Source: an optimization exercise on an open RTL-to-GDS flow (aim: small area). Production flows keep margins and buffers that such runs may drop.
At most, simulation tests tie the RTL to the original design; equivalence was not proved.
No functional check of the RTL was part of run 2.

==> flow/design.v, too long to show whole: its modules and the start of the top module <==
// module cordic: 2500 lines
module cordic #(
    parameter INPUT_DATA_WIDTH = 16,
    parameter ITERATIONS = 16
)(
    input wire i_clk,
    input wire i_resetn,
    input wire signed [INPUT_DATA_WIDTH - 1:0] i_xIn,
    input wire signed [INPUT_DATA_WIDTH - 1:0] i_yIn,
    input wire signed [31:0] i_angle,
    output reg signed [INPUT_DATA_WIDTH:0] o_xOut,
    output reg signed [INPUT_DATA_WIDTH:0] o_yOut
);
  // ...
==> flow/run.sh <==
#!/bin/bash
# synth_recipe.tcl (not shown) runs the flow's synth.tcl, then flattens the netlist and writes it again
# the make line also repeats each setting of config.mk as NAME=value (left out here)
make -C /OpenROAD-flow-scripts/flow DESIGN_CONFIG=/design/flow/config.mk WORK_HOME=/design/flow/orfs CLKGATE_MAP_FILE= SYNTH_SCRIPT=/design/flow/synth_recipe.tcl finish
==> flow/config.mk <==
export PLATFORM = sky130hd
export DESIGN_NAME = cordic
export DESIGN_NICKNAME = cordic
export VERILOG_FILES = /design/flow/design.v
export SDC_FILE = /design/flow/constraint.sdc
export NUM_CORES = 4
export LEC_CHECK = 0
export CAP_MARGIN = 20
export CORE_MARGIN = 2
export CORE_UTILIZATION = 60
export CTS_CLUSTER_DIAMETER = 90
export CTS_CLUSTER_SIZE = 28
export SLEW_MARGIN = 20
==> flow/constraint.sdc <==
create_clock -name core_clock -period 5.5 [get_ports {i_clk}]
set_input_delay 1.1000 -clock core_clock [delete_from_list [all_inputs] [get_ports {i_clk}]]
set_output_delay 1.1000 -clock core_clock [all_outputs]
set_load 0.01 [all_outputs]
==> metrics.yaml, run 1 <==
status:
  status: "complete, no violations"
logic_synthesis:
  synth-seq-cells: 924
  syn_area_um2: 45780
  synth_top_area_share_pct: 38.92
  syn-instance-count: 4028
  yosysSeqAreaShare_pct: 40.78
layout:
  clk_share_pct: 2.273
  inv_count: 530
  seq-cell-share_pct: 37.78
  dominant_cells: "multi-input combinational cells"
placement:
  hpwl_um: 60280
  place_ws_ns: 0.09531
route:
  wl_um: 73910
  drc: 0
global_route:
  grt_util_met3_pct: 3.056
worst_setup_path:
  required_ns: 6.05
  critPathLaunchType: "flop"
  critical_path.endpoint: "r_xn11[16]"
  crit_start: "r_dd10"
  path_delay_family: "adder cells"
floorplan:
  die_h_um: 280.2
  dieArea_um2: 78520
  ioPinCount: 100
  fp.coreArea_um2: 75700
  die_w_um: 280.2
cts:
  cts.hold.buffers_added: 0
  cts_buffer_depth: 3
  cts_tree: "built"
==> run 2, diff against run 1 <==
--- a/flow/design.v
+++ b/flow/design.v
@@ -614,87 +614,71 @@
 wire aa4_c2; assign aa4_s[1] = r_b4[1] ^ ~w_d4 ^ aa4_c1; assign aa4_c2 = (r_b4[1] & ~w_d4) | (r_b4[1] & aa4_c1) | (~w_d4 & aa4_c1);
 wire aa4_c3; assign aa4_s[2] = r_b4[2] ^ w_d4 ^ aa4_c2; assign aa4_c3 = (r_b4[2] & w_d4) | (r_b4[2] & aa4_c2) | (w_d4 & aa4_c2);
 wire aa4_c4; assign aa4_s[3] = r_b4[3] ^ w_d4 ^ aa4_c3; assign aa4_c4 = (r_b4[3] & w_d4) | (r_b4[3] & aa4_c3) | (w_d4 & aa4_c3);
 wire aa4_c5; assign aa4_s[4] = r_b4[4] ^ w_d4 ^ aa4_c4; assign aa4_c5 = (r_b4[4] & w_d4) | (r_b4[4] & aa4_c4) | (w_d4 & aa4_c4);
 wire aa4_c6; assign aa4_s[5] = r_b4[5] ^ w_d4 ^ aa4_c5; assign aa4_c6 = (r_b4[5] & w_d4) | (r_b4[5] & aa4_c5) | (w_d4 & aa4_c5);
 wire aa4_c7; assign aa4_s[6] = r_b4[6] ^ ~w_d4 ^ aa4_c6; assign aa4_c7 = (r_b4[6] & ~w_d4) | (r_b4[6] & aa4_c6) | (~w_d4 & aa4_c6);
 wire aa4_c8; assign aa4_s[7] = r_b4[7] ^ w_d4 ^ aa4_c7; assign aa4_c8 = (r_b4[7] & w_d4) | (r_b4[7] & aa4_c7) | (w_d4 & aa4_c7);
 wire aa4_c9; assign aa4_s[8] = r_b4[8] ^ ~w_d4 ^ aa4_c8; assign aa4_c9 = (r_b4[8] & ~w_d4) | (r_b4[8] & aa4_c8) | (~w_d4 & aa4_c8);
-wire aa4_t9;
-wire aa4_l10; assign aa4_t9 = r_b4[9] ^ w_d4; assign aa4_l10 = r_b4[9] & w_d4;
-wire aa4_t10;
-wire aa4_l11; assign aa4_t10 = r_b4[10] ^ ~w_d4 ^ aa4_l10; assign aa4_l11 = (r_b4[10] & ~w_d4) | (r_b4[10] & aa4_l10) | (~w_d4 & aa4_l10);
-wire aa4_t11;
-wire aa4_l12; assign aa4_t11 = r_b4[11] ^ ~w_d4 ^ aa4_l11; assign aa4_l12 = (r_b4[11] & ~w_d4) | (r_b4[11] & aa4_l11) | (~w_d4 & aa4_l11);
-wire aa4_t12;
-wire aa4_l13; assign aa4_t12 = r_b4[12] ^ w_d4 ^ aa4_l12; assign aa4_l13 = (r_b4[12] & w_d4) | (r_b4[12] & aa4_l12) | (w_d4 & aa4_l12);
-wire aa4_t13;
-wire aa4_l14; assign aa4_t13 = r_b4[13] ^ w_d4 ^ aa4_l13; assign aa4_l14 = (r_b4[13] & w_d4) | (r_b4[13] & aa4_l13) | (w_d4 & aa4_l13);
+wire aa4_c10; assign aa4_s[9] = r_b4[9] ^ w_d4 ^ aa4_c9; assign aa4_c10 = (r_b4[9] & w_d4) | (r_b4[9] & aa4_c9) | (w_d4 & aa4_c9);
+wire aa4_c11; assign aa4_s[10] = r_b4[10] ^ ~w_d4 ^ aa4_c10; assign aa4_c11 = (r_b4[10] & ~w_d4) | (r_b4[10] & aa4_c10) | (~w_d4 & aa4_c10);
+wire aa4_c12; assign aa4_s[11] = r_b4[11] ^ ~w_d4 ^ aa4_c11; assign aa4_c12 = (r_b4[11] & ~w_d4) | (r_b4[11] & aa4_c11) | (~w_d4 & aa4_c11);
+wire aa4_c13; assign aa4_s[12] = r_b4[12] ^ w_d4 ^ aa4_c12; assign aa4_c13 = (r_b4[12] & w_d4) | (r_b4[12] & aa4_c12) | (w_d4 & aa4_c12);
+wire aa4_c14; assign aa4_s[13] = r_b4[13] ^ w_d4 ^ aa4_c13; assign aa4_c14 = (r_b4[13] & w_d4) | (r_b4[13] & aa4_c13) | (w_d4 & aa4_c13);
 wire aa4_t14;
-wire aa4_l15; assign aa4_t14 = r_b4[14] ^ w_d4 ^ aa4_l14; assign aa4_l15 = (r_b4[14] & w_d4) | (r_b4[14] & aa4_l14) | (w_d4 & aa4_l14);
+wire aa4_l15; assign aa4_t14 = r_b4[14] ^ w_d4; assign aa4_l15 = r_b4[14] & w_d4;
 wire aa4_t15;
 wire aa4_l16; assign aa4_t15 = r_b4[15] ^ w_d4 ^ aa4_l15; assign aa4_l16 = (r_b4[15] & w_d4) | (r_b4[15] & aa4_l15) | (w_d4 & aa4_l15);
 wire aa4_t16;
 wire aa4_l17; assign aa4_t16 = r_b4[16] ^ ~w_d4 ^ aa4_l16; assign aa4_l17 = (r_b4[16] & ~w_d4) | (r_b4[16] & aa4_l16) | (~w_d4 & aa4_l16);
 wire aa4_t17;
 wire aa4_l18; assign aa4_t17 = r_b4[17] ^ ~w_d4 ^ aa4_l17; assign aa4_l18 = (r_b4[17] & ~w_d4) | (r_b4[17] & aa4_l17) | (~w_d4 & aa4_l17);
-assign aa4_s[9] = aa4_t9 ^ aa4_c9;
-wire aa4_p10 = aa4_t9;
-assign aa4_s[10] = aa4_t10 ^ (aa4_c9 & aa4_p10);
-wire aa4_p11 = aa4_t10 & aa4_p10;
-assign aa4_s[11] = aa4_t11 ^ (aa4_c9 & aa4_p11);
-wire aa4_p12 = aa4_t11 & aa4_p11;
-assign aa4_s[12] = aa4_t12 ^ (aa4_c9 & aa4_p12);
-wire aa4_p13 = aa4_t12 & aa4_p12;
-assign aa4_s[13] = aa4_t13 ^ (aa4_c9 & aa4_p13);
-wire aa4_p14 = aa4_t13 & aa4_p13;
-assign aa4_s[14] = aa4_t14 ^ (aa4_c9 & aa4_p14);
-wire aa4_p15 = aa4_t14 & aa4_p14;
-assign aa4_s[15] = aa4_t15 ^ (aa4_c9 & aa4_p15);
-wire aa4_p16 = aa4_t15 & aa4_p15;
-assign aa4_s[16] = aa4_t16 ^ (aa4_c9 & aa4_p16);
-wire aa4_p17 = aa4_t16 & aa4_p16;
-assign aa4_s[17] = aa4_t17 ^ (aa4_c9 & aa4_p17);
-wire aa4_p18 = aa4_t17 & aa4_p17;
-wire aa4_co18 = aa4_l18 | (aa4_c9 & aa4_p18);
 wire aa4_t18;
-wire aa4_l19; assign aa4_t18 = r_b4[18] ^ w_d4; assign aa4_l19 = r_b4[18] & w_d4;
+wire aa4_l19; assign aa4_t18 = r_b4[18] ^ w_d4 ^ aa4_l18; assign aa4_l19 = (r_b4[18] & w_d4) | (r_b4[18] & aa4_l18) | (w_d4 & aa4_l18);
 wire aa4_t19;
 wire aa4_l20; assign aa4_t19 = r_b4[19] ^ ~w_d4 ^ aa4_l19; assign aa4_l20 = (r_b4[19] & ~w_d4) | (r_b4[19] & aa4_l19) | (~w_d4 & aa4_l19);
 wire aa4_t20;
 wire aa4_l21; assign aa4_t20 = r_b4[20] ^ w_d4 ^ aa4_l20; assign aa4_l21 = (r_b4[20] & w_d4) | (r_b4[20] & aa4_l20) | (w_d4 & aa4_l20);
 wire aa4_t21;
 wire aa4_l22; assign aa4_t21 = r_b4[21] ^ w_d4 ^ aa4_l21; assign aa4_l22 = (r_b4[21] & w_d4) | (r_b4[21] & aa4_l21) | (w_d4 & aa4_l21);
 wire aa4_t22;
 wire aa4_l23; assign aa4_t22 = r_b4[22] ^ w_d4 ^ aa4_l22; assign aa4_l23 = (r_b4[22] & w_d4) | (r_b4[22] & aa4_l22) | (w_d4 & aa4_l22);
 wire aa4_t23;
 wire aa4_l24; assign aa4_t23 = r_b4[23] ^ ~w_d4 ^ aa4_l23; assign aa4_l24 = (r_b4[23] & ~w_d4) | (r_b4[23] & aa4_l23) | (~w_d4 & aa4_l23);
 wire aa4_t24;
 wire aa4_l25; assign aa4_t24 = r_b4[24] ^ w_d4 ^ aa4_l24; assign aa4_l25 = (r_b4[24] & w_d4) | (r_b4[24] & aa4_l24) | (w_d4 & aa4_l24);
 wire aa4_t25;
 wire aa4_l26; assign aa4_t25 = r_b4[25] ^ ~w_d4 ^ aa4_l25; assign aa4_l26 = (r_b4[25] & ~w_d4) | (r_b4[25] & aa4_l25) | (~w_d4 & aa4_l25);
 wire aa4_t26 = r_b4[26] ^ w_d4 ^ aa4_l26;
-assign aa4_s[18] = aa4_t18 ^ aa4_co18;
-wire aa4_p19 = aa4_t18;
-assign aa4_s[19] = aa4_t19 ^ (aa4_co18 & aa4_p19);
+assign aa4_s[14] = aa4_t14 ^ aa4_c14;
+wire aa4_p15 = aa4_t14;
+assign aa4_s[15] = aa4_t15 ^ (aa4_c14 & aa4_p15);
+wire aa4_p16 = aa4_t15 & aa4_p15;
+assign aa4_s[16] = aa4_t16 ^ (aa4_c14 & aa4_p16);
+wire aa4_p17 = aa4_t16 & aa4_p16;
+assign aa4_s[17] = aa4_t17 ^ (aa4_c14 & aa4_p17);
+wire aa4_p18 = aa4_t17 & aa4_p17;
+assign aa4_s[18] = aa4_t18 ^ (aa4_c14 & aa4_p18);
+wire aa4_p19 = aa4_t18 & aa4_p18;
+assign aa4_s[19] = aa4_t19 ^ (aa4_c14 & aa4_p19);
 wire aa4_p20 = aa4_t19 & aa4_p19;
-assign aa4_s[20] = aa4_t20 ^ (aa4_co18 & aa4_p20);
+assign aa4_s[20] = aa4_t20 ^ (aa4_c14 & aa4_p20);
 wire aa4_p21 = aa4_t20 & aa4_p20;
-assign aa4_s[21] = aa4_t21 ^ (aa4_co18 & aa4_p21);
+assign aa4_s[21] = aa4_t21 ^ (aa4_c14 & aa4_p21);
 wire aa4_p22 = aa4_t21 & aa4_p21;
-assign aa4_s[22] = aa4_t22 ^ (aa4_co18 & aa4_p22);
+assign aa4_s[22] = aa4_t22 ^ (aa4_c14 & aa4_p22);
 wire aa4_p23 = aa4_t22 & aa4_p22;
-assign aa4_s[23] = aa4_t23 ^ (aa4_co18 & aa4_p23);
+assign aa4_s[23] = aa4_t23 ^ (aa4_c14 & aa4_p23);
 wire aa4_p24 = aa4_t23 & aa4_p23;
-assign aa4_s[24] = aa4_t24 ^ (aa4_co18 & aa4_p24);
+assign aa4_s[24] = aa4_t24 ^ (aa4_c14 & aa4_p24);
 wire aa4_p25 = aa4_t24 & aa4_p24;
-assign aa4_s[25] = aa4_t25 ^ (aa4_co18 & aa4_p25);
+assign aa4_s[25] = aa4_t25 ^ (aa4_c14 & aa4_p25);
 wire aa4_p26 = aa4_t25 & aa4_p25;
-assign aa4_s[26] = aa4_t26 ^ (aa4_co18 & aa4_p26);
+assign aa4_s[26] = aa4_t26 ^ (aa4_c14 & aa4_p26);
 reg [26:0] r_bn5;   
 wire [26:0] r_b5 = ~r_bn5;
 always @(posedge i_clk) r_bn5 <= ~{aa4_s[26], aa4_s[25], aa4_s[24], aa4_s[23], aa4_s[22], aa4_s[21], aa4_s[20], aa4_s[19], aa4_s[18], aa4_s[17], aa4_s[16], aa4_s[15], aa4_s[14], aa4_s[13], aa4_s[12], aa4_s[11], aa4_s[10], aa4_s[9], aa4_s[8], aa4_s[7], aa4_s[6], aa4_s[5], aa4_s[4], aa4_s[3], aa4_s[2], aa4_s[1], aa4_s[0]};
 wire w_d5 = ~r_b5[26];
 reg r_dd4;
 always @(posedge i_clk) r_dd4 <= w_d4;
 wire [16:0] ax4_s;
 wire ax4_c1; assign ax4_s[0] = r_x4[0] ^ (r_y4[4] ^ r_dd4) ^ r_dd4; assign ax4_c1 = (r_x4[0] & (r_y4[4] ^ r_dd4)) | (r_x4[0] & r_dd4) | ((r_y4[4] ^ r_dd4) & r_dd4);
@@ -768,83 +752,70 @@
 wire aa5_c2; assign aa5_s[1] = r_b5[1] ^ w_d5 ^ aa5_c1; assign aa5_c2 = (r_b5[1] & w_d5) | (r_b5[1] & aa5_c1) | (w_d5 & aa5_c1);
 wire aa5_c3; assign aa5_s[2] = r_b5[2] ^ w_d5 ^ aa5_c2; assign aa5_c3 = (r_b5[2] & w_d5) | (r_b5[2] & aa5_c2) | (w_d5 & aa5_c2);
 wire aa5_c4; assign aa5_s[3] = r_b5[3] ^ w_d5 ^ aa5_c3; assign aa5_c4 = (r_b5[3] & w_d5) | (r_b5[3] & aa5_c3) | (w_d5 & aa5_c3);
 wire aa5_c5; assign aa5_s[4] = r_b5[4] ^ w_d5 ^ aa5_c4; assign aa5_c5 = (r_b5[4] & w_d5) | (r_b5[4] & aa5_c4) | (w_d5 & aa5_c4);
 wire aa5_c6; assign aa5_s[5] = r_b5[5] ^ ~w_d5 ^ aa5_c5; assign aa5_c6 = (r_b5[5] & ~w_d5) | (r_b5[5] & aa5_c5) | (~w_d5 & aa5_c5);
 wire aa5_c7; assign aa5_s[6] = r_b5[6] ^ ~w_d5 ^ aa5_c6; assign aa5_c7 = (r_b5[6] & ~w_d5) | (r_b5[6] & aa5_c6) | (~w_d5 & aa5_c6);
 wire aa5_c8; assign aa5_s[7] = r_b5[7] ^ ~w_d5 ^ aa5_c7; assign aa5_c8 = (r_b5[7] & ~w_d5) | (r_b5[7] & aa5_c7) | (~w_d5 & aa5_c7);
 wire aa5_c9; assign aa5_s[8] = r_b5[8] ^ ~w_d5 ^ aa5_c8; assign aa5_c9 = (r_b5[8] & ~w_d5) | (r_b5[8] & aa5_c8) | (~w_d5 & aa5_c8);
-wire aa5_t9;
-wire aa5_l10; assign aa5_t9 = r_b5[9] ^ ~w_d5; assign aa5_l10 = r_b5[9] & ~w_d5;
-wire aa5_t10;
-wire aa5_l11; assign aa5_t10 = r_b5[10] ^ ~w_d5 ^ aa5_l10; assign aa5_l11 = (r_b5[10] & ~w_d5) | (r_b5[10] & aa5_l10) | (~w_d5 & aa5_l10);
-wire aa5_t11;
-wire aa5_l12; assign aa5_t11 = r_b5[11] ^ w_d5 ^ aa5_l11; assign aa5_l12 = (r_b5[11] & w_d5) | (r_b5[11] & aa5_l11) | (w_d5 & aa5_l11);
-wire aa5_t12;
-wire aa5_l13; assign aa5_t12 = r_b5[12] ^ ~w_d5 ^ aa5_l12; assign aa5_l13 = (r_b5[12] & ~w_d5) | (r_b5[12] & aa5_l12) | (~w_d5 & aa5_l12);
+wire aa5_c10; assign aa5_s[9] = r_b5[9] ^ ~w_d5 ^ aa5_c9; assign aa5_c10 = (r_b5[9] & ~w_d5) | (r_b5[9] & aa5_c9) | (~w_d5 & aa5_c9);
+wire aa5_c11; assign aa5_s[10] = r_b5[10] ^ ~w_d5 ^ aa5_c10; assign aa5_c11 = (r_b5[10] & ~w_d5) | (r_b5[10] & aa5_c10) | (~w_d5 & aa5_c10);
+wire aa5_c12; assign aa5_s[11] = r_b5[11] ^ w_d5 ^ aa5_c11; assign aa5_c12 = (r_b5[11] & w_d5) | (r_b5[11] & aa5_c11) | (w_d5 & aa5_c11);
+wire aa5_c13; assign aa5_s[12] = r_b5[12] ^ ~w_d5 ^ aa5_c12; assign aa5_c13 = (r_b5[12] & ~w_d5) | (r_b5[12] & aa5_c12) | (~w_d5 & aa5_c12);
 wire aa5_t13;
-wire aa5_l14; assign aa5_t13 = r_b5[13] ^ w_d5 ^ aa5_l13; assign aa5_l14 = (r_b5[13] & w_d5) | (r_b5[13] & aa5_l13) | (w_d5 & aa5_l13);
+wire aa5_l14; assign aa5_t13 = r_b5[13] ^ w_d5; assign aa5_l14 = r_b5[13] & w_d5;
 wire aa5_t14;
 wire aa5_l15; assign aa5_t14 = r_b5[14] ^ ~w_d5 ^ aa5_l14; assign aa5_l15 = (r_b5[14] & ~w_d5) | (r_b5[14] & aa5_l14) | (~w_d5 & aa5_l14);
 wire aa5_t15;
 wire aa5_l16; assign aa5_t15 = r_b5[15] ^ ~w_d5 ^ aa5_l15; assign aa5_l16 = (r_b5[15] & ~w_d5) | (r_b5[15] & aa5_l15) | (~w_d5 & aa5_l15);
 wire aa5_t16;
 wire aa5_l17; assign aa5_t16 = r_b5[16] ^ ~w_d5 ^ aa5_l16; assign aa5_l17 = (r_b5[16] & ~w_d5) | (r_b5[16] & aa5_l16) | (~w_d5 & aa5_l16);
 wire aa5_t17;
 wire aa5_l18; assign aa5_t17 = r_b5[17] ^ w_d5 ^ aa5_l17; assign aa5_l18 = (r_b5[17] & w_d5) | (r_b5[17] & aa5_l17) | (w_d5 & aa5_l17);
-assign aa5_s[9] = aa5_t9 ^ aa5_c9;
-wire aa5_p10 = aa5_t9;
-assign aa5_s[10] = aa5_t10 ^ (aa5_c9 & aa5_p10);
-wire aa5_p11 = aa5_t10 & aa5_p10;
-assign aa5_s[11] = aa5_t11 ^ (aa5_c9 & aa5_p11);
-wire aa5_p12 = aa5_t11 & aa5_p11;
-assign aa5_s[12] = aa5_t12 ^ (aa5_c9 & aa5_p12);
-wire aa5_p13 = aa5_t12 & aa5_p12;
-assign aa5_s[13] = aa5_t13 ^ (aa5_c9 & aa5_p13);
-wire aa5_p14 = aa5_t13 & aa5_p13;
-assign aa5_s[14] = aa5_t14 ^ (aa5_c9 & aa5_p14);
-wire aa5_p15 = aa5_t14 & aa5_p14;
-assign aa5_s[15] = aa5_t15 ^ (aa5_c9 & aa5_p15);
-wire aa5_p16 = aa5_t15 & aa5_p15;
-assign aa5_s[16] = aa5_t16 ^ (aa5_c9 & aa5_p16);
-wire aa5_p17 = aa5_t16 & aa5_p16;
-assign aa5_s[17] = aa5_t17 ^ (aa5_c9 & aa5_p17);
-wire aa5_p18 = aa5_t17 & aa5_p17;
-wire aa5_co18 = aa5_l18 | (aa5_c9 & aa5_p18);
 wire aa5_t18;
-wire aa5_l19; assign aa5_t18 = r_b5[18] ^ ~w_d5; assign aa5_l19 = r_b5[18] & ~w_d5;
+wire aa5_l19; assign aa5_t18 = r_b5[18] ^ ~w_d5 ^ aa5_l18; assign aa5_l19 = (r_b5[18] & ~w_d5) | (r_b5[18] & aa5_l18) | (~w_d5 & aa5_l18);
 wire aa5_t19;
 wire aa5_l20; assign aa5_t19 = r_b5[19] ^ w_d5 ^ aa5_l19; assign aa5_l20 = (r_b5[19] & w_d5) | (r_b5[19] & aa5_l19) | (w_d5 & aa5_l19);
 wire aa5_t20;
 wire aa5_l21; assign aa5_t20 = r_b5[20] ^ w_d5 ^ aa5_l20; assign aa5_l21 = (r_b5[20] & w_d5) | (r_b5[20] & aa5_l20) | (w_d5 & aa5_l20);
 wire aa5_t21;
 wire aa5_l22; assign aa5_t21 = r_b5[21] ^ w_d5 ^ aa5_l21; assign aa5_l22 = (r_b5[21] & w_d5) | (r_b5[21] & aa5_l21) | (w_d5 & aa5_l21);
 wire aa5_t22;
 wire aa5_l23; assign aa5_t22 = r_b5[22] ^ ~w_d5 ^ aa5_l22; assign aa5_l23 = (r_b5[22] & ~w_d5) | (r_b5[22] & aa5_l22) | (~w_d5 & aa5_l22);
 wire aa5_t23;
 wire aa5_l24; assign aa5_t23 = r_b5[23] ^ w_d5 ^ aa5_l23; assign aa5_l24 = (r_b5[23] & w_d5) | (r_b5[23] & aa5_l23) | (w_d5 & aa5_l23);
 wire aa5_t24;
 wire aa5_l25; assign aa5_t24 = r_b5[24] ^ ~w_d5 ^ aa5_l24; assign aa5_l25 = (r_b5[24] & ~w_d5) | (r_b5[24] & aa5_l24) | (~w_d5 & aa5_l24);
 wire aa5_t25 = r_b5[25] ^ w_d5 ^ aa5_l25;
-assign aa5_s[18] = aa5_t18 ^ aa5_co18;
-wire aa5_p19 = aa5_t18;
-assign aa5_s[19] = aa5_t19 ^ (aa5_co18 & aa5_p19);
+assign aa5_s[13] = aa5_t13 ^ aa5_c13;
+wire aa5_p14 = aa5_t13;
+assign aa5_s[14] = aa5_t14 ^ (aa5_c13 & aa5_p14);
+wire aa5_p15 = aa5_t14 & aa5_p14;
+assign aa5_s[15] = aa5_t15 ^ (aa5_c13 & aa5_p15);
+wire aa5_p16 = aa5_t15 & aa5_p15;
+assign aa5_s[16] = aa5_t16 ^ (aa5_c13 & aa5_p16);
+wire aa5_p17 = aa5_t16 & aa5_p16;
+assign aa5_s[17] = aa5_t17 ^ (aa5_c13 & aa5_p17);
+wire aa5_p18 = aa5_t17 & aa5_p17;
+assign aa5_s[18] = aa5_t18 ^ (aa5_c13 & aa5_p18);
+wire aa5_p19 = aa5_t18 & aa5_p18;
+assign aa5_s[19] = aa5_t19 ^ (aa5_c13 & aa5_p19);
 wire aa5_p20 = aa5_t19 & aa5_p19;
-assign aa5_s[20] = aa5_t20 ^ (aa5_co18 & aa5_p20);
+assign aa5_s[20] = aa5_t20 ^ (aa5_c13 & aa5_p20);
 wire aa5_p21 = aa5_t20 & aa5_p20;
-assign aa5_s[21] = aa5_t21 ^ (aa5_co18 & aa5_p21);
+assign aa5_s[21] = aa5_t21 ^ (aa5_c13 & aa5_p21);
 wire aa5_p22 = aa5_t21 & aa5_p21;
-assign aa5_s[22] = aa5_t22 ^ (aa5_co18 & aa5_p22);
+assign aa5_s[22] = aa5_t22 ^ (aa5_c13 & aa5_p22);
 wire aa5_p23 = aa5_t22 & aa5_p22;
-assign aa5_s[23] = aa5_t23 ^ (aa5_co18 & aa5_p23);
+assign aa5_s[23] = aa5_t23 ^ (aa5_c13 & aa5_p23);
 wire aa5_p24 = aa5_t23 & aa5_p23;
-assign aa5_s[24] = aa5_t24 ^ (aa5_co18 & aa5_p24);
+assign aa5_s[24] = aa5_t24 ^ (aa5_c13 & aa5_p24);
 wire aa5_p25 = aa5_t24 & aa5_p24;
-assign aa5_s[25] = aa5_t25 ^ (aa5_co18 & aa5_p25);
+assign aa5_s[25] = aa5_t25 ^ (aa5_c13 & aa5_p25);
 reg [25:0] r_bn6;   
 wire [25:0] r_b6 = ~r_bn6;
 always @(posedge i_clk) r_bn6 <= ~{aa5_s[25], aa5_s[24], aa5_s[23], aa5_s[22], aa5_s[21], aa5_s[20], aa5_s[19], aa5_s[18], aa5_s[17], aa5_s[16], aa5_s[15], aa5_s[14], aa5_s[13], aa5_s[12], aa5_s[11], aa5_s[10], aa5_s[9], aa5_s[8], aa5_s[7], aa5_s[6], aa5_s[5], aa5_s[4], aa5_s[3], aa5_s[2], aa5_s[1], aa5_s[0]};
 wire w_d6 = ~r_b6[25];
 reg r_dd5;
 always @(posedge i_clk) r_dd5 <= w_d5;
 wire [16:0] ax5_s;
 wire ax5_c1; assign ax5_s[0] = r_x5[0] ^ (r_y5[5] ^ r_dd5) ^ r_dd5; assign ax5_c1 = (r_x5[0] & (r_y5[5] ^ r_dd5)) | (r_x5[0] & r_dd5) | ((r_y5[5] ^ r_dd5) & r_dd5);
@@ -914,79 +885,66 @@
 wire aa6_c2; assign aa6_s[1] = r_b6[1] ^ ~w_d6 ^ aa6_c1; assign aa6_c2 = (r_b6[1] & ~w_d6) | (r_b6[1] & aa6_c1) | (~w_d6 & aa6_c1);
 wire aa6_c3; assign aa6_s[2] = r_b6[2] ^ ~w_d6 ^ aa6_c2; assign aa6_c3 = (r_b6[2] & ~w_d6) | (r_b6[2] & aa6_c2) | (~w_d6 & aa6_c2);
 wire aa6_c4; assign aa6_s[3] = r_b6[3] ^ ~w_d6 ^ aa6_c3; assign aa6_c4 = (r_b6[3] & ~w_d6) | (r_b6[3] & aa6_c3) | (~w_d6 & aa6_c3);
 wire aa6_c5; assign aa6_s[4] = r_b6[4] ^ ~w_d6 ^ aa6_c4; assign aa6_c5 = (r_b6[4] & ~w_d6) | (r_b6[4] & aa6_c4) | (~w_d6 & aa6_c4);
 wire aa6_c6; assign aa6_s[5] = r_b6[5] ^ w_d6 ^ aa6_c5; assign aa6_c6 = (r_b6[5] & w_d6) | (r_b6[5] & aa6_c5) | (w_d6 & aa6_c5);
 wire aa6_c7; assign aa6_s[6] = r_b6[6] ^ w_d6 ^ aa6_c6; assign aa6_c7 = (r_b6[6] & w_d6) | (r_b6[6] & aa6_c6) | (w_d6 & aa6_c6);
 wire aa6_c8; assign aa6_s[7] = r_b6[7] ^ w_d6 ^ aa6_c7; assign aa6_c8 = (r_b6[7] & w_d6) | (r_b6[7] & aa6_c7) | (w_d6 & aa6_c7);
 wire aa6_c9; assign aa6_s[8] = r_b6[8] ^ w_d6 ^ aa6_c8; assign aa6_c9 = (r_b6[8] & w_d6) | (r_b6[8] & aa6_c8) | (w_d6 & aa6_c8);
-wire aa6_t9;
-wire aa6_l10; assign aa6_t9 = r_b6[9] ^ ~w_d6; assign aa6_l10 = r_b6[9] & ~w_d6;
-wire aa6_t10;
-wire aa6_l11; assign aa6_t10 = r_b6[10] ^ ~w_d6 ^ aa6_l10; assign aa6_l11 = (r_b6[10] & ~w_d6) | (r_b6[10] & aa6_l10) | (~w_d6 & aa6_l10);
-wire aa6_t11;
-wire aa6_l12; assign aa6_t11 = r_b6[11] ^ w_d6 ^ aa6_l11; assign aa6_l12 = (r_b6[11] & w_d6) | (r_b6[11] & aa6_l11) | (w_d6 & aa6_l11);
-wire aa6_t12;
-wire aa6_l13; assign aa6_t12 = r_b6[12] ^ ~w_d6 ^ aa6_l12; assign aa6_l13 = (r_b6[12] & ~w_d6) | (r_b6[12] & aa6_l12) | (~w_d6 & aa6_l12);
+wire aa6_c10; assign aa6_s[9] = r_b6[9] ^ ~w_d6 ^ aa6_c9; assign aa6_c10 = (r_b6[9] & ~w_d6) | (r_b6[9] & aa6_c9) | (~w_d6 & aa6_c9);
+wire aa6_c11; assign aa6_s[10] = r_b6[10] ^ ~w_d6 ^ aa6_c10; assign aa6_c11 = (r_b6[10] & ~w_d6) | (r_b6[10] & aa6_c10) | (~w_d6 & aa6_c10);
+wire aa6_c12; assign aa6_s[11] = r_b6[11] ^ w_d6 ^ aa6_c11; assign aa6_c12 = (r_b6[11] & w_d6) | (r_b6[11] & aa6_c11) | (w_d6 & aa6_c11);
+wire aa6_c13; assign aa6_s[12] = r_b6[12] ^ ~w_d6 ^ aa6_c12; assign aa6_c13 = (r_b6[12] & ~w_d6) | (r_b6[12] & aa6_c12) | (~w_d6 & aa6_c12);
 wire aa6_t13;
-wire aa6_l14; assign aa6_t13 = r_b6[13] ^ ~w_d6 ^ aa6_l13; assign aa6_l14 = (r_b6[13] & ~w_d6) | (r_b6[13] & aa6_l13) | (~w_d6 & aa6_l13);
+wire aa6_l14; assign aa6_t13 = r_b6[13] ^ ~w_d6; assign aa6_l14 = r_b6[13] & ~w_d6;
 wire aa6_t14;
 wire aa6_l15; assign aa6_t14 = r_b6[14] ^ ~w_d6 ^ aa6_l14; assign aa6_l15 = (r_b6[14] & ~w_d6) | (r_b6[14] & aa6_l14) | (~w_d6 & aa6_l14);
 wire aa6_t15;
 wire aa6_l16; assign aa6_t15 = r_b6[15] ^ ~w_d6 ^ aa6_l15; assign aa6_l16 = (r_b6[15] & ~w_d6) | (r_b6[15] & aa6_l15) | (~w_d6 & aa6_l15);
 wire aa6_t16;
 wire aa6_l17; assign aa6_t16 = r_b6[16] ^ w_d6 ^ aa6_l16; assign aa6_l17 = (r_b6[16] & w_d6) | (r_b6[16] & aa6_l16) | (w_d6 & aa6_l16);
-assign aa6_s[9] = aa6_t9 ^ aa6_c9;
-wire aa6_p10 = aa6_t9;
-assign aa6_s[10] = aa6_t10 ^ (aa6_c9 & aa6_p10);
-wire aa6_p11 = aa6_t10 & aa6_p10;
-assign aa6_s[11] = aa6_t11 ^ (aa6_c9 & aa6_p11);
-wire aa6_p12 = aa6_t11 & aa6_p11;
-assign aa6_s[12] = aa6_t12 ^ (aa6_c9 & aa6_p12);
-wire aa6_p13 = aa6_t12 & aa6_p12;
-assign aa6_s[13] = aa6_t13 ^ (aa6_c9 & aa6_p13);
-wire aa6_p14 = aa6_t13 & aa6_p13;
-assign aa6_s[14] = aa6_t14 ^ (aa6_c9 & aa6_p14);
-wire aa6_p15 = aa6_t14 & aa6_p14;
-assign aa6_s[15] = aa6_t15 ^ (aa6_c9 & aa6_p15);
-wire aa6_p16 = aa6_t15 & aa6_p15;
-assign aa6_s[16] = aa6_t16 ^ (aa6_c9 & aa6_p16);
-wire aa6_p17 = aa6_t16 & aa6_p16;
-wire aa6_co17 = aa6_l17 | (aa6_c9 & aa6_p17);
 wire aa6_t17;
-wire aa6_l18; assign aa6_t17 = r_b6[17] ^ ~w_d6; assign aa6_l18 = r_b6[17] & ~w_d6;
+wire aa6_l18; assign aa6_t17 = r_b6[17] ^ ~w_d6 ^ aa6_l17; assign aa6_l18 = (r_b6[17] & ~w_d6) | (r_b6[17] & aa6_l17) | (~w_d6 & aa6_l17);
 wire aa6_t18;
 wire aa6_l19; assign aa6_t18 = r_b6[18] ^ w_d6 ^ aa6_l18; assign aa6_l19 = (r_b6[18] & w_d6) | (r_b6[18] & aa6_l18) | (w_d6 & aa6_l18);
 wire aa6_t19;
 wire aa6_l20; assign aa6_t19 = r_b6[19] ^ w_d6 ^ aa6_l19; assign aa6_l20 = (r_b6[19] & w_d6) | (r_b6[19] & aa6_l19) | (w_d6 & aa6_l19);
 wire aa6_t20;
 wire aa6_l21; assign aa6_t20 = r_b6[20] ^ w_d6 ^ aa6_l20; assign aa6_l21 = (r_b6[20] & w_d6) | (r_b6[20] & aa6_l20) | (w_d6 & aa6_l20);
 wire aa6_t21;
 wire aa6_l22; assign aa6_t21 = r_b6[21] ^ ~w_d6 ^ aa6_l21; assign aa6_l22 = (r_b6[21] & ~w_d6) | (r_b6[21] & aa6_l21) | (~w_d6 & aa6_l21);
 wire aa6_t22;
 wire aa6_l23; assign aa6_t22 = r_b6[22] ^ w_d6 ^ aa6_l22; assign aa6_l23 = (r_b6[22] & w_d6) | (r_b6[22] & aa6_l22) | (w_d6 & aa6_l22);
 wire aa6_t23;
 wire aa6_l24; assign aa6_t23 = r_b6[23] ^ ~w_d6 ^ aa6_l23; assign aa6_l24 = (r_b6[23] & ~w_d6) | (r_b6[23] & aa6_l23) | (~w_d6 & aa6_l23);
 wire aa6_t24 = r_b6[24] ^ w_d6 ^ aa6_l24;
-assign aa6_s[17] = aa6_t17 ^ aa6_co17;
-wire aa6_p18 = aa6_t17;
-assign aa6_s[18] = aa6_t18 ^ (aa6_co17 & aa6_p18);
+assign aa6_s[13] = aa6_t13 ^ aa6_c13;
+wire aa6_p14 = aa6_t13;
+assign aa6_s[14] = aa6_t14 ^ (aa6_c13 & aa6_p14);
+wire aa6_p15 = aa6_t14 & aa6_p14;
+assign aa6_s[15] = aa6_t15 ^ (aa6_c13 & aa6_p15);
+wire aa6_p16 = aa6_t15 & aa6_p15;
+assign aa6_s[16] = aa6_t16 ^ (aa6_c13 & aa6_p16);
+wire aa6_p17 = aa6_t16 & aa6_p16;
+assign aa6_s[17] = aa6_t17 ^ (aa6_c13 & aa6_p17);
+wire aa6_p18 = aa6_t17 & aa6_p17;
+assign aa6_s[18] = aa6_t18 ^ (aa6_c13 & aa6_p18);
 wire aa6_p19 = aa6_t18 & aa6_p18;
-assign aa6_s[19] = aa6_t19 ^ (aa6_co17 & aa6_p19);
+assign aa6_s[19] = aa6_t19 ^ (aa6_c13 & aa6_p19);
 wire aa6_p20 = aa6_t19 & aa6_p19;
-assign aa6_s[20] = aa6_t20 ^ (aa6_co17 & aa6_p20);
+assign aa6_s[20] = aa6_t20 ^ (aa6_c13 & aa6_p20);
 wire aa6_p21 = aa6_t20 & aa6_p20;
-assign aa6_s[21] = aa6_t21 ^ (aa6_co17 & aa6_p21);
+assign aa6_s[21] = aa6_t21 ^ (aa6_c13 & aa6_p21);
 wire aa6_p22 = aa6_t21 & aa6_p21;
-assign aa6_s[22] = aa6_t22 ^ (aa6_co17 & aa6_p22);
+assign aa6_s[22] = aa6_t22 ^ (aa6_c13 & aa6_p22);
 wire aa6_p23 = aa6_t22 & aa6_p22;
-assign aa6_s[23] = aa6_t23 ^ (aa6_co17 & aa6_p23);
+assign aa6_s[23] = aa6_t23 ^ (aa6_c13 & aa6_p23);
 wire aa6_p24 = aa6_t23 & aa6_p23;
-assign aa6_s[24] = aa6_t24 ^ (aa6_co17 & aa6_p24);
+assign aa6_s[24] = aa6_t24 ^ (aa6_c13 & aa6_p24);
 reg [24:0] r_bn7;   
 wire [24:0] r_b7 = ~r_bn7;
 always @(posedge i_clk) r_bn7 <= ~{aa6_s[24], aa6_s[23], aa6_s[22], aa6_s[21], aa6_s[20], aa6_s[19], aa6_s[18], aa6_s[17], aa6_s[16], aa6_s[15], aa6_s[14], aa6_s[13], aa6_s[12], aa6_s[11], aa6_s[10], aa6_s[9], aa6_s[8], aa6_s[7], aa6_s[6], aa6_s[5], aa6_s[4], aa6_s[3], aa6_s[2], aa6_s[1], aa6_s[0]};
 wire w_d7 = ~r_b7[24];
 reg r_dd6;
 always @(posedge i_clk) r_dd6 <= w_d6;
 wire [16:0] ax6_s;
 wire ax6_c1; assign ax6_s[0] = r_x6[0] ^ (r_y6[6] ^ r_dd6) ^ r_dd6; assign ax6_c1 = (r_x6[0] & (r_y6[6] ^ r_dd6)) | (r_x6[0] & r_dd6) | ((r_y6[6] ^ r_dd6) & r_dd6);
==> metrics.yaml, run 2 <==
status:
  status: "complete, no violations"  # unchanged
worst_setup_path:
  critical_path_class: "flop to flop"  # unchanged
  required_ns: 6.04  # was 6.05 ns
  critPathLaunchType: "flop"  # unchanged
  cp_max_fo: 5  # was 12
  worst_ep_arrival_time_ns: 5.89  # was 5.85 ns
  end_kind: "flop"  # unchanged
layout:
  post-route-util_pct: 66.63  # was 65.37%
  reg_top3: "r_a1: 30 flops, r_bn2: 30 flops, r_bn3: 29 flops"  # unchanged
  layout_common_cells: "851 x dfxtp_1, 523 x inv_1, 494 x fa_1"  # was 873 x dfxtp_1, 531 x fa_1, 529 x inv_1
  syn_to_final_growth_pct: 9.674  # was 8.102%
  layout_commonest_cell: "dfxtp_1"  # unchanged
  nNetsFinal: 4739  # was 4,815
  drive_gt1_share_pct: 9.720  # was 6.347%
  fillers: 5719  # was 6,050
sta:
  skew_ns: 0.03058  # was 0.02673 ns
  worst_pin_slew_ns: 1.128  # was 0.8962 ns
  hold_viol: 0  # unchanged
  rsz0062_at_grt: "yes"
  layout_min_cycle_time_ns: 5.345  # was 5.296 ns
  max_slew_margin_pct: 24.56  # was 40.25%
  setup_viol: 0  # unchanged
  period_share_pct: 97.18  # was 96.29%
  hold_slack_ns: 0.3263  # was 0.3337 ns
  slew_viol_final: 0  # unchanged
  fmaxAchievable_ghz: 0.1871  # was 0.1888 GHz
cts:
  cts_buffer_depth: 3  # unchanged
  clk_pin_slew_ns: 0.10  # about the same
  htree_num_levels: 2  # unchanged
  cts.sinks: 924  # unchanged
  cts_root_buffer: "clkbuf_16"  # unchanged
  cts_buffers: 40  # unchanged
  insertion_delay_ns: 0.60  # was 0.62 ns
  cts_tree: "built"  # unchanged
logic_synthesis:
  synth_common_cells: "890 x dfxtp_1, 541 x fa_1, 530 x inv_1"  # was 890 x dfxtp_1, 538 x fa_1, 530 x inv_1
  yosysUniqueCellTypes: 96  # was 90
  syn-instance-count: 3928  # was 4,028
  synthMostInstantiatedCell: "dfxtp_1"  # unchanged
  synth_edf_count: 0  # unchanged
  synth-seq-cells: 924  # unchanged
  synth_top_area_share_pct: 39.33  # was 38.92%
  yosysSeqAreaShare_pct: 41.21  # was 40.78%
  postSynthNetCount: 4608  # was 4,712
  ys_warn_count: 1  # unchanged
  async_flop_share_pct: 3.680  # unchanged
  syn_area_per_cell_um2: 11.53  # was 11.36 um2
  synth_area_leader_cell: "dfxtp_1"  # unchanged
  synth_ff_type: "dfxtp_1"  # unchanged
  synthTopCellsByArea: "dfxtp_1 39%, fa_1 24%, xnor2_1 9.1%"  # was dfxtp_1 39%, fa_1 24%, xnor2_1 9.3%
  syn_area_um2: 45300  # was 45,780 um2
floorplan:
  dieArea_um2: 77720  # was 78,520 um2
  start_util_pct: 60.75  # was 60.47%
  ioPinCount: 100  # unchanged
  die_h_um: 278.8  # was 280.2 um
  die_w_um: 278.8  # was 280.2 um
  rows: 100  # was 101
  fp.coreArea_um2: 74570  # was 75,700 um2
global_route:
  grtUsageTotal_pct: 20.91  # was 20.03%
  grt.overflow.total: 0  # unchanged
  grt_max_degree: 57  # unchanged
  grt_pass1_wl_um: 131800  # was 126,800 um
  grt_pass1_vias: 27390  # was 26,390
  antenna_found_initial: 10  # was 5
route:
  wl_um: 78030  # was 73,910 um
  via_count: 25350  # was 25,410
  ant_nets: 0  # unchanged
  drc: 0  # unchanged
  wl_per_cell_um: 15.46  # was 14.42 um
  drt_iter0_markers: 940  # was 1,110
  dr.pass1.iters: 5  # unchanged
  vias_per_cell: 5.022  # was 4.957
min_path:
  hp-class: "flop to flop"  # unchanged
placement:
  hpwl_um: 63500  # was 60,280 um
  gp_congestion: 0.8476  # was 0.8736
  portBuffers: 99  # unchanged
run:
  maxCapViolCount: 0  # unchanged
## run 2: cell types whose count changed after synthesis, moves of 7 or more
cell,change
nand2_1,-36
xor2_1,+23
o21ai_0,-21
xnor2_1,-15
nand2b_1,-12
nand3_1,+12
buf_1,-11
nor3_1,-11
nor2_1,+9
and2_1,-7
ha_1,-7
nand4_1,-7
or4_1,-7
## run 2: cell families (layout without fill, tap and decap cells)
group / Yosys count / count (layout) / share of synthesized area, %
AOI/OAI and AO/OA: 289 / 289 / 4.187
xor gates and xnor gates: 743 / 743 / 14.38
adders and majority gates: 614 / 614 / 25.92
buffers and inverters: 652 / 798 / 5.535
DFF: 924 / 924 / 41.21
muxes: 65 / 65 / 1.511
other: 0 / 4 / 0
and+or+nand+nor: 641 / 641 / 7.261
## run 2: layer usage
metal	wire (um)	part of all wire (%)	GRT usage, %	up-vias
met5	37	0.047	0	-
met4	1994	2.6	5.735	6
met2	43170	55	40.93	314
li1	-	-	-	12460
met1	30060	39	23.34	12460
met3	2768	3.5	3.121	114
## run 2: metrics by stage
| step | TNS [ns] | area (um2) | setup slack, ns | instances |
|---|---|---|---|---|
| floorplan | -0.09448 | 45440 | -0.04948 | 3928 |
| global placement | 0 | 47850 | 0.02594 | 4977 |
| detailed placement | -0.2479 | 47850 | -0.05282 | 4977 |
| CTS | 0 | 49090 | 0.000003553 | 5034 |
| global route | -0.3321 | 49690 | -0.05721 | 5046 |
| finish | 0 | 49690 | 0.1548 | 5047 |
## run 2: what timing repair did
| item | in CTS | in global routing |
|---|---|---|
| pin swaps | 2 | 22 |
| buffers inserted | 0 | 9 |
| endpoints found under the setup margin | 13 | 89 |
| hold buffers | 0 | 0 |
| resized for setup | 12 | 155 |
## run 2: worst paths after layout
path | to | from | cells after the start | slack, ns
worst max-delay path | r_xn15[15] | r_dd14 | 15 | 0.15
worst min-delay path | r_t15_11 | r_t15_0 | 0 | 0.33
worst max register to register | r_xn15[15] | r_dd14 | 15 | 0.15
worst min register to register | r_t15_11 | r_t15_0 | 0 | 0.33
max in group asynchronous | r_x0[1] | i_resetn | 2 | 4.30
min in group asynchronous | r_y0[14] | i_resetn | 2 | 0.89
## run 2: final cells by class
cell class	instances	area, um2	share of cell area (%)
Antenna cell	4	10.01	0.02015
Clock buffer	50	1121	2.256
Clock inverter	7	72.57	0.1461
Inverter	532	2003	4.032
Multi-Input combinational cell	2352	24700	49.71
Sequential cell	924	18740	37.71
Tap cell	969	1212	2.440
Timing Repair Buffer	209	1834	3.692
## run 2: critical path, cell delays in order (launching register included)
cell and delay, ns:
dfxtp_2 0.36, xor2_1 0.20, fa_1 0.44, fa_1 0.42, fa_1 0.40, fa_1 0.39, fa_1 0.40, fa_1 0.39
fa_1 0.39, fa_1 0.42, fa_2 0.39, or3_1 0.41, nor4_2 0.24, a41oi_2 0.11, nor2_1 0.17, xor2_1 0.14

## what the ideal ports hide
The results above use ideal ports. As a check the final layouts listed here were re-extracted and re-timed, cells and wires unchanged.
Step 1: set_driving_cell puts a clkbuf_16 on i_clk and a buf_2 on each other input, an assumption about the parent block.
Step 2 adds t to the input delays and takes it off the output delays; t is the mean of the earliest and latest rising clock arrival at the registers after step 1. Input paths then give back, and output paths get back, about the clock's delay inside the block.
Slacks: ideal / step 1 / step 2; pairs: ideal / step 1.
| run | shift t [ns] | slack for setup (ns) | worst setup path at the end | cell pins on the clock port's net |
|---|---|---|---|---|
| run 1 | 0.672 | 0.204 / 0.204 / 0.204 | register to register | 1 |
| run 2 | 0.653 | 0.155 / 0.155 / 0.155 | register to register | 1 |
After both steps setup and hold are still met in every run listed.
